Context: an optimization exercise on an open-source flow, tuned for small area. The choices shown serve that exercise and are no tape-out recipe. In this exercise RTL edits were held to simulation tests only and were not proved equivalent to the original. Power figures rest on the tool's default switching activity, not on a simulated workload. The flow treats the clock pin as an ideal source, which a real chip does not have.

==> build 51 <==
==> flow/design.v <==
module router_fifo (input clock, resetn, soft_reset, write_enb, read_enb, tlfd,
                    input [7:0] data_in,
                    output full, empty,
                    output reg [7:0] data_out);
reg [8:0] mem [0:15];
reg [4:0] wp, rp;
function [4:0] step(input [4:0] p);
  step = p[4] ? 5'b00000 :
         p[3:0] == 4'b1000 ? 5'b10000 :
         {1'b0, p[2:0], p[3] ^ p[2] ^ (p[2:0] == 3'b000)};
endfunction
reg zero;
reg [5:0] cnt;
reg [8:0] rd;
integer i;
always @(*) begin
  rd = 9'd0;
  for (i = 0; i < 16; i = i + 1)
    rd = rd | (mem[i] & {9{rp[3:0] == i}});
end
always @(posedge clock)
  if (write_enb && !wp[4])
    mem[wp[3:0]] <= {tlfd, data_in};
always @(posedge clock)
  if (!resetn || soft_reset)
    wp <= 5'd0;
  else if (write_enb && !full)
    wp <= step(wp);
always @(posedge clock)
  if (!resetn || soft_reset) begin
    rp <= 5'd0;
    data_out <= 8'd0;
  end else if (zero && data_out != 8'd0)
    data_out <= 8'd0;
  else if (read_enb && !empty) begin
    rp <= step(rp);
    if (!rp[4])
      data_out <= rd[7:0];
  end
always @(posedge clock)
  if (!resetn || soft_reset)
    zero <= 1'b1;
  else if (read_enb && !empty) begin
    if (rd[8])
      zero <= 1'b0;
    else if (cnt == 6'd0)
      zero <= 1'b1;
  end
always @(posedge clock)
  if (read_enb && !empty) begin
    if (rd[8])
      cnt <= rd[7:2];
    else
      cnt <= cnt - 6'd1;
  end
assign full  = wp[4] && rp == 5'd0;    
assign empty = (rp == wp);
endmodule
module router_fsm (input clock, resetn, pkt_valid, parity_done,
                   input [1:0] data_in,
                   input soft_reset_0, soft_reset_1, soft_reset_2, fifo_full, low_pkt_valid,
                   input fifo_empty_0, fifo_empty_1, fifo_empty_2,
                   output busy, detect_add, ld_state, laf_state, full_state,
                   output write_enb_reg, rst_int_reg, lfd_state);
localparam DECODE_ADDRESS     = 3'b000,
           LOAD_FIRST_DATA    = 3'b001,
           LOAD_DATA          = 3'b010,
           FIFO_FULL_STATE    = 3'b011,
           LOAD_AFTER_FULL    = 3'b100,
           LOAD_PARITY        = 3'b101,
           CHECK_PARITY_ERROR = 3'b110,
           WAIT_TILL_EMPTY    = 3'b111;
reg [2:0] ste, nste;
reg [1:0] addr;    
always @(posedge clock)
  addr <= data_in;
always @(posedge clock)
  if (!resetn || soft_reset_0 || soft_reset_1 || soft_reset_2)
    ste <= DECODE_ADDRESS;
  else
    ste <= nste;
wire dest_empty = (data_in == 2'd0 && fifo_empty_0) || (data_in == 2'd1 && fifo_empty_1) ||
                  (data_in == 2'd2 && fifo_empty_2);
wire addr_empty = (addr == 2'd0 && fifo_empty_0) || (addr == 2'd1 && fifo_empty_1) ||
                  (addr == 2'd2 && fifo_empty_2);
always @(*)
  case (ste)
    DECODE_ADDRESS:     nste = !pkt_valid || data_in == 2'd3 ? DECODE_ADDRESS :
                               dest_empty ? LOAD_FIRST_DATA : WAIT_TILL_EMPTY;
    LOAD_FIRST_DATA:    nste = LOAD_DATA;
    LOAD_DATA:          nste = fifo_full ? FIFO_FULL_STATE : !pkt_valid ? LOAD_PARITY : LOAD_DATA;
    FIFO_FULL_STATE:    nste = fifo_full ? FIFO_FULL_STATE : LOAD_AFTER_FULL;
    LOAD_AFTER_FULL:    nste = parity_done ? DECODE_ADDRESS : low_pkt_valid ? LOAD_PARITY : LOAD_DATA;
    LOAD_PARITY:        nste = CHECK_PARITY_ERROR;
    CHECK_PARITY_ERROR: nste = fifo_full ? FIFO_FULL_STATE : DECODE_ADDRESS;
    default:            nste = addr_empty ? LOAD_FIRST_DATA : WAIT_TILL_EMPTY;
  endcase
assign detect_add    = (ste == DECODE_ADDRESS);
assign ld_state      = (ste == LOAD_DATA);
assign laf_state     = (ste == LOAD_AFTER_FULL);
assign full_state    = (ste == FIFO_FULL_STATE);
assign write_enb_reg = (ste == LOAD_DATA || ste == LOAD_PARITY || ste == LOAD_AFTER_FULL);
assign rst_int_reg   = (ste == CHECK_PARITY_ERROR);
assign lfd_state     = (ste == LOAD_FIRST_DATA);
assign busy          = !(ste == DECODE_ADDRESS || ste == LOAD_DATA);
endmodule
module router_reg (input clock, resetn, pkt_valid,
                   input [7:0] data_in,
                   input fifo_full, rst_int_reg, detect_add, ld_state, laf_state, full_state, lfd_state,
                   output parity_done,
                   output reg low_pkt_valid, err,
                   output reg [7:0] dout);
reg [7:0] ffb, intp;
reg perr;
always @(posedge clock)
  if (detect_add || (ld_state && !fifo_full))
    dout <= data_in;
  else if (laf_state)
    dout <= ffb;
always @(posedge clock)
  if (detect_add)
    intp <= data_in;
  else if (pkt_valid && ld_state)
    intp <= intp ^ data_in;
always @(posedge clock)
  if (ld_state)
    perr <= (intp != data_in);
always @(posedge clock)
  if (!resetn)
    ffb <= 8'd0;
  else if (fifo_full && ld_state)
    ffb <= data_in;
assign parity_done = 1'b0;
always @(posedge clock)
  if (!resetn || rst_int_reg)
    low_pkt_valid <= 1'b0;
  else if (ld_state && !pkt_valid)
    low_pkt_valid <= 1'b1;
always @(posedge clock)
  if (!resetn)
    err <= 1'b0;
  else if (rst_int_reg && perr)
    err <= 1'b1;
endmodule
module router_sync (input detect_add,
                    input [1:0] data_in,
                    input write_enb_reg, clock, resetn, read_enb_0, read_enb_1, read_enb_2,
                    input empty_0, empty_1, empty_2, full_0, full_1, full_2,
                    output [2:0] write_enb,
                    output fifo_full,
                    output reg soft_reset_0, soft_reset_1, soft_reset_2,
                    output vld_out_0, vld_out_1, vld_out_2);
reg [1:0] add;    
reg [4:0] count_0, count_1, count_2;
localparam [4:0] C1 = 5'b00001, C30 = 5'b01000;
function [4:0] lfsr(input [4:0] c);
  lfsr = {c[3:0], c[4] ^ c[2]};
endfunction
always @(posedge clock)
  if (detect_add)
    add <= data_in;
assign write_enb = write_enb_reg ? {add == 2'd2, add == 2'd1, add == 2'd0} : 3'b000;
assign fifo_full = (add == 2'd0 && full_0) || (add == 2'd1 && full_1) || (add == 2'd2 && full_2);
assign vld_out_0 = ~empty_0;
assign vld_out_1 = ~empty_1;
assign vld_out_2 = ~empty_2;
always @(posedge clock) begin
  count_0 <= (!vld_out_0 || read_enb_0 || count_0 == C30) ? C1 : lfsr(count_0);
  count_1 <= (!vld_out_1 || read_enb_1 || count_1 == C30) ? C1 : lfsr(count_1);
  count_2 <= (!vld_out_2 || read_enb_2 || count_2 == C30) ? C1 : lfsr(count_2);
  soft_reset_0 <= resetn && vld_out_0 && !read_enb_0 && count_0 == C30;
  soft_reset_1 <= resetn && vld_out_1 && !read_enb_1 && count_1 == C30;
  soft_reset_2 <= resetn && vld_out_2 && !read_enb_2 && count_2 == C30;
end
endmodule
module router_top2 (input clock, resetn, read_enb_0, read_enb_1, read_enb_2,
                    input [7:0] data_in,
                    input pkt_valid,
                    output [7:0] data_out_0, data_out_1, data_out_2,
                    output valid_out_0, valid_out_1, valid_out_2, error, busy);
wire [2:0] write_enb1;
wire [7:0] dt;
wire emt0, emt1, emt2, full_0, full_1, full_2, fifo_full;
wire soft_reset_0, soft_reset_1, soft_reset_2;
wire parity_done, low_pkt_valid, detect_add, ld_state, laf_state, full_state;
wire write_enb_reg, rst_int_reg, lfd_state;
reg tlfd;
always @(posedge clock)
  tlfd <= lfd_state;
router_fsm rfsm (clock, resetn, pkt_valid, parity_done, data_in[1:0], soft_reset_0, soft_reset_1,
                 soft_reset_2, fifo_full, low_pkt_valid, emt0, emt1, emt2, busy, detect_add,
                 ld_state, laf_state, full_state, write_enb_reg, rst_int_reg, lfd_state);
router_sync rsync (detect_add, data_in[1:0], write_enb_reg, clock, resetn, read_enb_0, read_enb_1,
                   read_enb_2, emt0, emt1, emt2, full_0, full_1, full_2, write_enb1, fifo_full,
                   soft_reset_0, soft_reset_1, soft_reset_2, valid_out_0, valid_out_1, valid_out_2);
router_reg rr (clock, resetn, pkt_valid, data_in, fifo_full, rst_int_reg, detect_add, ld_state,
               laf_state, full_state, lfd_state, parity_done, low_pkt_valid, error, dt);
router_fifo rf1 (clock, resetn, soft_reset_0, write_enb1[0], read_enb_0, tlfd, dt, full_0, emt0, data_out_0);
router_fifo rf2 (clock, resetn, soft_reset_1, write_enb1[1], read_enb_1, tlfd, dt, full_1, emt1, data_out_1);
router_fifo rf3 (clock, resetn, soft_reset_2, write_enb1[2], read_enb_2, tlfd, dt, full_2, emt2, data_out_2);
endmodule
==> flow/flow/run.sh <==
#!/bin/bash
# The standard ORFS flow (the standard.sh), with:
#  - synthesis: the standard flow's script, but ABC maps for area (flow/area.abc), and
#    adders are left to ABC instead of ORFS's half/full-adder cells
#  - CTS without dummy loads, sink clusters of up to 30 on clkbuf_16,
#    clkbuf_8 above them
#  - port buffers (one per input and output, as standard) of the smallest
#    buffer cell
# Each tool's output goes to the ORFS logs under orfs/logs; make's output to
# standard.log.
set -euo pipefail
HERE=$PWD
export AREA_ABC_DIR=$HERE/flow
cat $HERE/flow/area_hook.tcl $HERE/synth_recipe.tcl > $HERE/area_synth.tcl
CTS="-sink_clustering_enable -repair_clock_nets -dont_use_dummy_load -sink_clustering_size 30 -sink_clustering_max_diameter 100 -buf_list {sky130_fd_sc_hd__clkbuf_8 sky130_fd_sc_hd__clkbuf_16} -sink_clustering_buffer sky130_fd_sc_hd__clkbuf_16 -root_buf sky130_fd_sc_hd__clkbuf_8 -tree_buf sky130_fd_sc_hd__clkbuf_8"
bash standard.sh SYNTH_SCRIPT=$HERE/area_synth.tcl ADDER_MAP_FILE= "CTS_ARGS=$CTS" "BUFFER_PORTS_ARGS=-buffer_cell sky130_fd_sc_hd__buf_1" finish > standard.log 2>&1
==> flow/flow/area.abc <==
&get -n
&st
&dch
&nf -p -C 32 -F 10 -R 1000
&put
mfs2 -a
strash
&get -n
&dch
&nf -p -C 32 -F 10 -R 1000
&put
==> flow/flow/area_hook.tcl <==
# Sourced before the standard flow's synthesis script: ABC maps the logic for area with
# area.abc (beside this file) instead of ORFS's speed script. Everything else
# in the synthesis is the standard flow's. Registers are mapped before ABC runs, and ABC
# does not touch them.
set ::area_abc_script [file join $::env(AREA_ABC_DIR) area.abc]
proc abc {args} {
  set i [lsearch -exact $args -script]
  if {$i >= 0} { lset args [expr {$i + 1}] $::area_abc_script }
  puts "area hook: abc $args"
  yosys abc {*}$args
}
==> flow/standard.sh <==
#!/bin/bash
# synth_recipe.tcl (not shown) runs the flow's synth.tcl, then flattens the netlist and writes it again
# the make line also repeats each setting of config.mk as NAME=value (left out here)
make -C /OpenROAD-flow-scripts/flow DESIGN_CONFIG=/design/flow/config.mk WORK_HOME=/design/flow/orfs CLKGATE_MAP_FILE= SYNTH_SCRIPT=/design/flow/synth_recipe.tcl "${@:-finish}"
==> flow/config.mk <==
export PLATFORM = sky130hd
export DESIGN_NAME = router_top2
export DESIGN_NICKNAME = router_top2
export VERILOG_FILES = /design/flow/design.v
export SDC_FILE = /design/flow/constraint.sdc
export NUM_CORES = 4
export LEC_CHECK = 0
export CAP_MARGIN = 0
export CORE_MARGIN = 2
export CORE_UTILIZATION = 80
export PLACE_DENSITY = 0.9
export SLEW_MARGIN = 0
==> flow/constraint.sdc <==
create_clock -name core_clock -period 5.0 [get_ports {clock}]
set_input_delay 1.0000 -clock core_clock [delete_from_list [all_inputs] [get_ports {clock}]]
set_output_delay 1.0000 -clock core_clock [all_outputs]
set_load 0.01 [all_outputs]
==> build 67 (differences from build 51) <==
--- a/flow/design.v
+++ b/flow/design.v
@@ -6,16 +6,4 @@
 reg [4:0] wp, rp;
-function [4:0] step(input [4:0] p);
-  step = p[4] ? 5'b00000 :
-         p[3:0] == 4'b1000 ? 5'b10000 :
-         {1'b0, p[2:0], p[3] ^ p[2] ^ (p[2:0] == 3'b000)};
-endfunction
-reg zero;
-reg [5:0] cnt;
-reg [8:0] rd;
-integer i;
-always @(*) begin
-  rd = 9'd0;
-  for (i = 0; i < 16; i = i + 1)
-    rd = rd | (mem[i] & {9{rp[3:0] == i}});
-end
+reg [6:0] count;
+wire [8:0] rd = mem[rp[3:0]];
 always @(posedge clock)
@@ -27,3 +15,3 @@
   else if (write_enb && !full)
-    wp <= step(wp);
+    wp <= wp[4] ? 5'd0 : wp + 5'd1;
 always @(posedge clock)
@@ -32,8 +20,11 @@
     data_out <= 8'd0;
-  end else if (zero && data_out != 8'd0)
+  end else if (count == 7'd0 && data_out != 8'd0)
     data_out <= 8'd0;
   else if (read_enb && !empty) begin
-    rp <= step(rp);
-    if (!rp[4])
+    if (rp[4])
+      rp <= 5'd0;
+    else begin
       data_out <= rd[7:0];
+      rp <= rp + 5'd1;
+    end
   end
@@ -41,17 +32,10 @@
   if (!resetn || soft_reset)
-    zero <= 1'b1;
+    count <= 7'd0;
   else if (read_enb && !empty) begin
     if (rd[8])
-      zero <= 1'b0;
-    else if (cnt == 6'd0)
-      zero <= 1'b1;
+      count <= rd[7:2] + 7'd1;
+    else if (count != 7'd0)
+      count <= count - 7'd1;
   end
-always @(posedge clock)
-  if (read_enb && !empty) begin
-    if (rd[8])
-      cnt <= rd[7:2];
-    else
-      cnt <= cnt - 6'd1;
-  end
-assign full  = wp[4] && rp == 5'd0;    
+assign full  = (wp == 5'd16 && rp == 5'd0);
 assign empty = (rp == wp);
@@ -109,7 +93,6 @@
                    input fifo_full, rst_int_reg, detect_add, ld_state, laf_state, full_state, lfd_state,
-                   output parity_done,
-                   output reg low_pkt_valid, err,
+                   output reg parity_done, low_pkt_valid, err,
                    output reg [7:0] dout);
 reg [7:0] ffb, intp;
-reg perr;
+reg perr, pw;
 always @(posedge clock)
@@ -125,4 +108,9 @@
 always @(posedge clock)
-  if (ld_state)
+  if (ld_state && !pkt_valid)
     perr <= (intp != data_in);
+always @(posedge clock)
+  if (detect_add)
+    pw <= 1'b0;
+  else if (ld_state && !pkt_valid)
+    pw <= 1'b1;
 always @(posedge clock)
@@ -132,3 +120,4 @@
     ffb <= data_in;
-assign parity_done = 1'b0;
+always @(posedge clock)
+  parity_done <= !detect_add && laf_state && low_pkt_valid && !parity_done;
 always @(posedge clock)
@@ -141,3 +130,3 @@
     err <= 1'b0;
-  else if (rst_int_reg && perr)
+  else if (rst_int_reg && (pw ? perr : intp != 8'd0))
     err <= 1'b1;
@@ -154,6 +143,2 @@
 reg [4:0] count_0, count_1, count_2;
-localparam [4:0] C1 = 5'b00001, C30 = 5'b01000;
-function [4:0] lfsr(input [4:0] c);
-  lfsr = {c[3:0], c[4] ^ c[2]};
-endfunction
 always @(posedge clock)
@@ -167,8 +152,8 @@
 always @(posedge clock) begin
-  count_0 <= (!vld_out_0 || read_enb_0 || count_0 == C30) ? C1 : lfsr(count_0);
-  count_1 <= (!vld_out_1 || read_enb_1 || count_1 == C30) ? C1 : lfsr(count_1);
-  count_2 <= (!vld_out_2 || read_enb_2 || count_2 == C30) ? C1 : lfsr(count_2);
-  soft_reset_0 <= resetn && vld_out_0 && !read_enb_0 && count_0 == C30;
-  soft_reset_1 <= resetn && vld_out_1 && !read_enb_1 && count_1 == C30;
-  soft_reset_2 <= resetn && vld_out_2 && !read_enb_2 && count_2 == C30;
+  count_0 <= (!vld_out_0 || read_enb_0 || count_0 == 5'd30) ? 5'd1 : count_0 + 5'd1;
+  count_1 <= (!vld_out_1 || read_enb_1 || count_1 == 5'd30) ? 5'd1 : count_1 + 5'd1;
+  count_2 <= (!vld_out_2 || read_enb_2 || count_2 == 5'd30) ? 5'd1 : count_2 + 5'd1;
+  soft_reset_0 <= resetn && vld_out_0 && !read_enb_0 && count_0 == 5'd30;
+  soft_reset_1 <= resetn && vld_out_1 && !read_enb_1 && count_1 == 5'd30;
+  soft_reset_2 <= resetn && vld_out_2 && !read_enb_2 && count_2 == 5'd30;
 end
==> flow/run.sh (new file) <==
#!/bin/bash
# synth_recipe.tcl (not shown) runs the flow's synth.tcl, then flattens the netlist and writes it again
# the make line also repeats each setting of config.mk as NAME=value (left out here)
make -C /OpenROAD-flow-scripts/flow DESIGN_CONFIG=/design/flow/config.mk WORK_HOME=/design/flow/orfs CLKGATE_MAP_FILE= SYNTH_SCRIPT=/design/flow/synth_recipe.tcl finish
--- a/flow/config.mk
+++ b/flow/config.mk
@@ -7,6 +7,6 @@
 export LEC_CHECK = 0
-export CAP_MARGIN = 0
+export CAP_MARGIN = 20
 export CORE_MARGIN = 2
-export CORE_UTILIZATION = 80
-export PLACE_DENSITY = 0.9
-export SLEW_MARGIN = 0
+export CORE_UTILIZATION = 40
+export PLACE_DENSITY = 0.6
+export SLEW_MARGIN = 20
removed: flow/flow/run.sh
removed: flow/flow/area.abc
removed: flow/flow/area_hook.tcl
removed: flow/standard.sh
==> trial 37 (differences from build 51) <==
--- a/flow/design.v
+++ b/flow/design.v
@@ -109,7 +109,6 @@
                    input fifo_full, rst_int_reg, detect_add, ld_state, laf_state, full_state, lfd_state,
-                   output parity_done,
-                   output reg low_pkt_valid, err,
+                   output reg parity_done, low_pkt_valid, err,
                    output reg [7:0] dout);
 reg [7:0] ffb, intp;
-reg perr;
+reg perr, pw;
 always @(posedge clock)
@@ -125,4 +124,9 @@
 always @(posedge clock)
-  if (ld_state)
+  if (ld_state && !pkt_valid)
     perr <= (intp != data_in);
+always @(posedge clock)
+  if (detect_add)
+    pw <= 1'b0;
+  else if (ld_state && !pkt_valid)
+    pw <= 1'b1;
 always @(posedge clock)
@@ -132,3 +136,4 @@
     ffb <= data_in;
-assign parity_done = 1'b0;
+always @(posedge clock)
+  parity_done <= !detect_add && laf_state && low_pkt_valid && !parity_done;
 always @(posedge clock)
@@ -141,3 +146,3 @@
     err <= 1'b0;
-  else if (rst_int_reg && perr)
+  else if (rst_int_reg && (pw ? perr : intp != 8'd0))
     err <= 1'b1;
==> flow/flow/run.sh (replaced) <==
#!/bin/bash
# The standard ORFS flow (the standard.sh), with:
#  - synthesis: the standard flow's script, but ABC maps for area (flow/area.abc), and
#    adders are left to ABC instead of ORFS's half/full-adder cells
#  - CTS without dummy loads, sink clusters of up to 33 on clkbuf_16,
#    clkbuf_8 above them
#  - port buffers (one per input and output, as standard) of the smallest
#    buffer cell
# Each tool's output goes to the ORFS logs under orfs/logs; make's output to
# standard.log.
set -euo pipefail
HERE=$PWD
export AREA_ABC_DIR=$HERE/flow
cat $HERE/flow/area_hook.tcl $HERE/synth_recipe.tcl > $HERE/area_synth.tcl
CTS="-sink_clustering_enable -repair_clock_nets -dont_use_dummy_load -sink_clustering_size 33 -sink_clustering_max_diameter 110 -buf_list {sky130_fd_sc_hd__clkbuf_8 sky130_fd_sc_hd__clkbuf_16} -sink_clustering_buffer sky130_fd_sc_hd__clkbuf_16 -root_buf sky130_fd_sc_hd__clkbuf_8 -tree_buf sky130_fd_sc_hd__clkbuf_8"
bash standard.sh SYNTH_SCRIPT=$HERE/area_synth.tcl ADDER_MAP_FILE= "CTS_ARGS=$CTS" "BUFFER_PORTS_ARGS=-buffer_cell sky130_fd_sc_hd__buf_1" finish > standard.log 2>&1
--- a/flow/config.mk
+++ b/flow/config.mk
@@ -9,4 +9,4 @@
 export CORE_MARGIN = 2
-export CORE_UTILIZATION = 80
-export PLACE_DENSITY = 0.9
+export CORE_UTILIZATION = 70
+export PLACE_DENSITY = 0.8
 export SLEW_MARGIN = 0
==> trial 17 (differences from build 51) <==
--- a/flow/design.v
+++ b/flow/design.v
@@ -109,7 +109,6 @@
                    input fifo_full, rst_int_reg, detect_add, ld_state, laf_state, full_state, lfd_state,
-                   output parity_done,
-                   output reg low_pkt_valid, err,
+                   output reg parity_done, low_pkt_valid, err,
                    output reg [7:0] dout);
 reg [7:0] ffb, intp;
-reg perr;
+reg perr, pw;
 always @(posedge clock)
@@ -125,4 +124,9 @@
 always @(posedge clock)
-  if (ld_state)
+  if (ld_state && !pkt_valid)
     perr <= (intp != data_in);
+always @(posedge clock)
+  if (detect_add)
+    pw <= 1'b0;
+  else if (ld_state && !pkt_valid)
+    pw <= 1'b1;
 always @(posedge clock)
@@ -132,3 +136,4 @@
     ffb <= data_in;
-assign parity_done = 1'b0;
+always @(posedge clock)
+  parity_done <= !detect_add && laf_state && low_pkt_valid && !parity_done;
 always @(posedge clock)
@@ -141,3 +146,3 @@
     err <= 1'b0;
-  else if (rst_int_reg && perr)
+  else if (rst_int_reg && (pw ? perr : intp != 8'd0))
     err <= 1'b1;
==> flow/flow/run.sh (replaced) <==
#!/bin/bash
# The standard ORFS flow (the standard.sh), with:
#  - synthesis: the standard flow's script, but ABC maps for area (flow/area.abc)
#  - CTS without dummy loads, sink clusters sized for clkbuf_16
#  - port buffers (one per input and output, as standard) of the smallest
#    buffer cell
# Each tool's output goes to the ORFS logs under orfs/logs; make's output to
# standard.log.
set -euo pipefail
HERE=$PWD
export AREA_ABC_DIR=$HERE/flow
cat $HERE/flow/area_hook.tcl $HERE/synth_recipe.tcl > $HERE/area_synth.tcl
CTS="-sink_clustering_enable -repair_clock_nets -dont_use_dummy_load -sink_clustering_size 30 -sink_clustering_max_diameter 100 -buf_list sky130_fd_sc_hd__clkbuf_16"
bash standard.sh SYNTH_SCRIPT=$HERE/area_synth.tcl "CTS_ARGS=$CTS" "BUFFER_PORTS_ARGS=-buffer_cell sky130_fd_sc_hd__buf_1" finish > standard.log 2>&1
==> flow/flow/area.abc (replaced) <==
&get -n
&st
&dch
&nf -R 1000
&put
--- a/flow/config.mk
+++ b/flow/config.mk
@@ -7,6 +7,6 @@
 export LEC_CHECK = 0
-export CAP_MARGIN = 0
+export CAP_MARGIN = 20
 export CORE_MARGIN = 2
-export CORE_UTILIZATION = 80
-export PLACE_DENSITY = 0.9
-export SLEW_MARGIN = 0
+export CORE_UTILIZATION = 60
+export PLACE_DENSITY = 0.7
+export SLEW_MARGIN = 20
==> results.txt <==
* Post-synthesis instance total at 1342
* M3 GR Usage at 6.429%
* Peak Freq at 264.2 MHz
* Crit Path Category: reg2out
* ClkCell Share at 2.341%
* Worst R2R Start: rf1.rp[0]$_SDFFE_PP0P_
* DR pass1 iterations at 9
* Outcome: complete, no violations
* Vias in the first global route at 12879
the above is filed under build 51

==> results.txt <==
* Outcome: complete, no violations
* Setup TNS Final at 0 ns
* Worst R2R Start: rfsm.ste[2]$_SDFF_PP0_
* Peak Freq at 260.4 MHz
* Post-synthesis instance total at 1354
* ClkCell Share at 2.219%
* Vias in the first global route at 12340
* DR pass1 iterations at 9
* M3 GR Usage at 3.704%
the above is filed under trial 37

==> results.txt <==
* ClkCell Share at 6.964%
* Vias in the first global route at 13119
* Area of the multi-input gates at 7134 µm²
* Crit Path Category: reg2out
* DR pass1 iterations at 5
* Post-synthesis instance total at 1476
* Dpl ws at 1.688 ns
* Worst R2R Start: rfsm.ste[1]$_SDFF_PP0_
* Outcome: complete, no violations
* Peak Freq at 251.2 MHz
* Post-CTS Setup Bufs at 0
* Wire length per cell at 22.11 µm
the above is filed under build 67

==> results.txt <==
* Outcome: complete, no violations
* Hold path start: rr.parity_done$_DFF_P_
* Ys flop type: edfxtp_1
* Vias in the first global route at 12197
* ClkCell Share at 2.413%
* RSZ-0062 raised after global routing: false
* Worst R2R Start: rf1.rp[2]$_SDFFE_PP0P_
* Peak Freq at 290.4 MHz
* Crit Path Category: reg2reg
* DR pass1 iterations at 9
* Sequential Power at 6190 µW
* Post-synthesis instance total at 1443
* Syn_nets at 1487
* M3 GR Usage at 2.728%
the above is filed under trial 17

## separate check: timing with driven ports
How much do the figures lean on ideal ports? The routed layouts below were timed once more, with nothing changed but the port constraints. Step 1 assumes that a clkbuf_16 drives the clock port and a buf_2 every other input. Step 2 also shifts input and output timing later by t, the mid clock arrival at the registers, as if the neighbouring blocks saw the same clock. Three values: ideal, step 1, step 2; two values: the first two.
run	shift t [ns]	setup WS [ns]	worst setup path after step 2
build 51	0.681	1.215 / 1.169 / 1.401	register to register
build 67	0.657	1.019 / 0.962 / 1.620	register to output
trial 37	0.650	1.160 / 1.113 / 1.315	register to register
trial 17	0.595	1.556 / 1.556 / 1.556	register to register
After both steps every run listed still meets setup and hold.
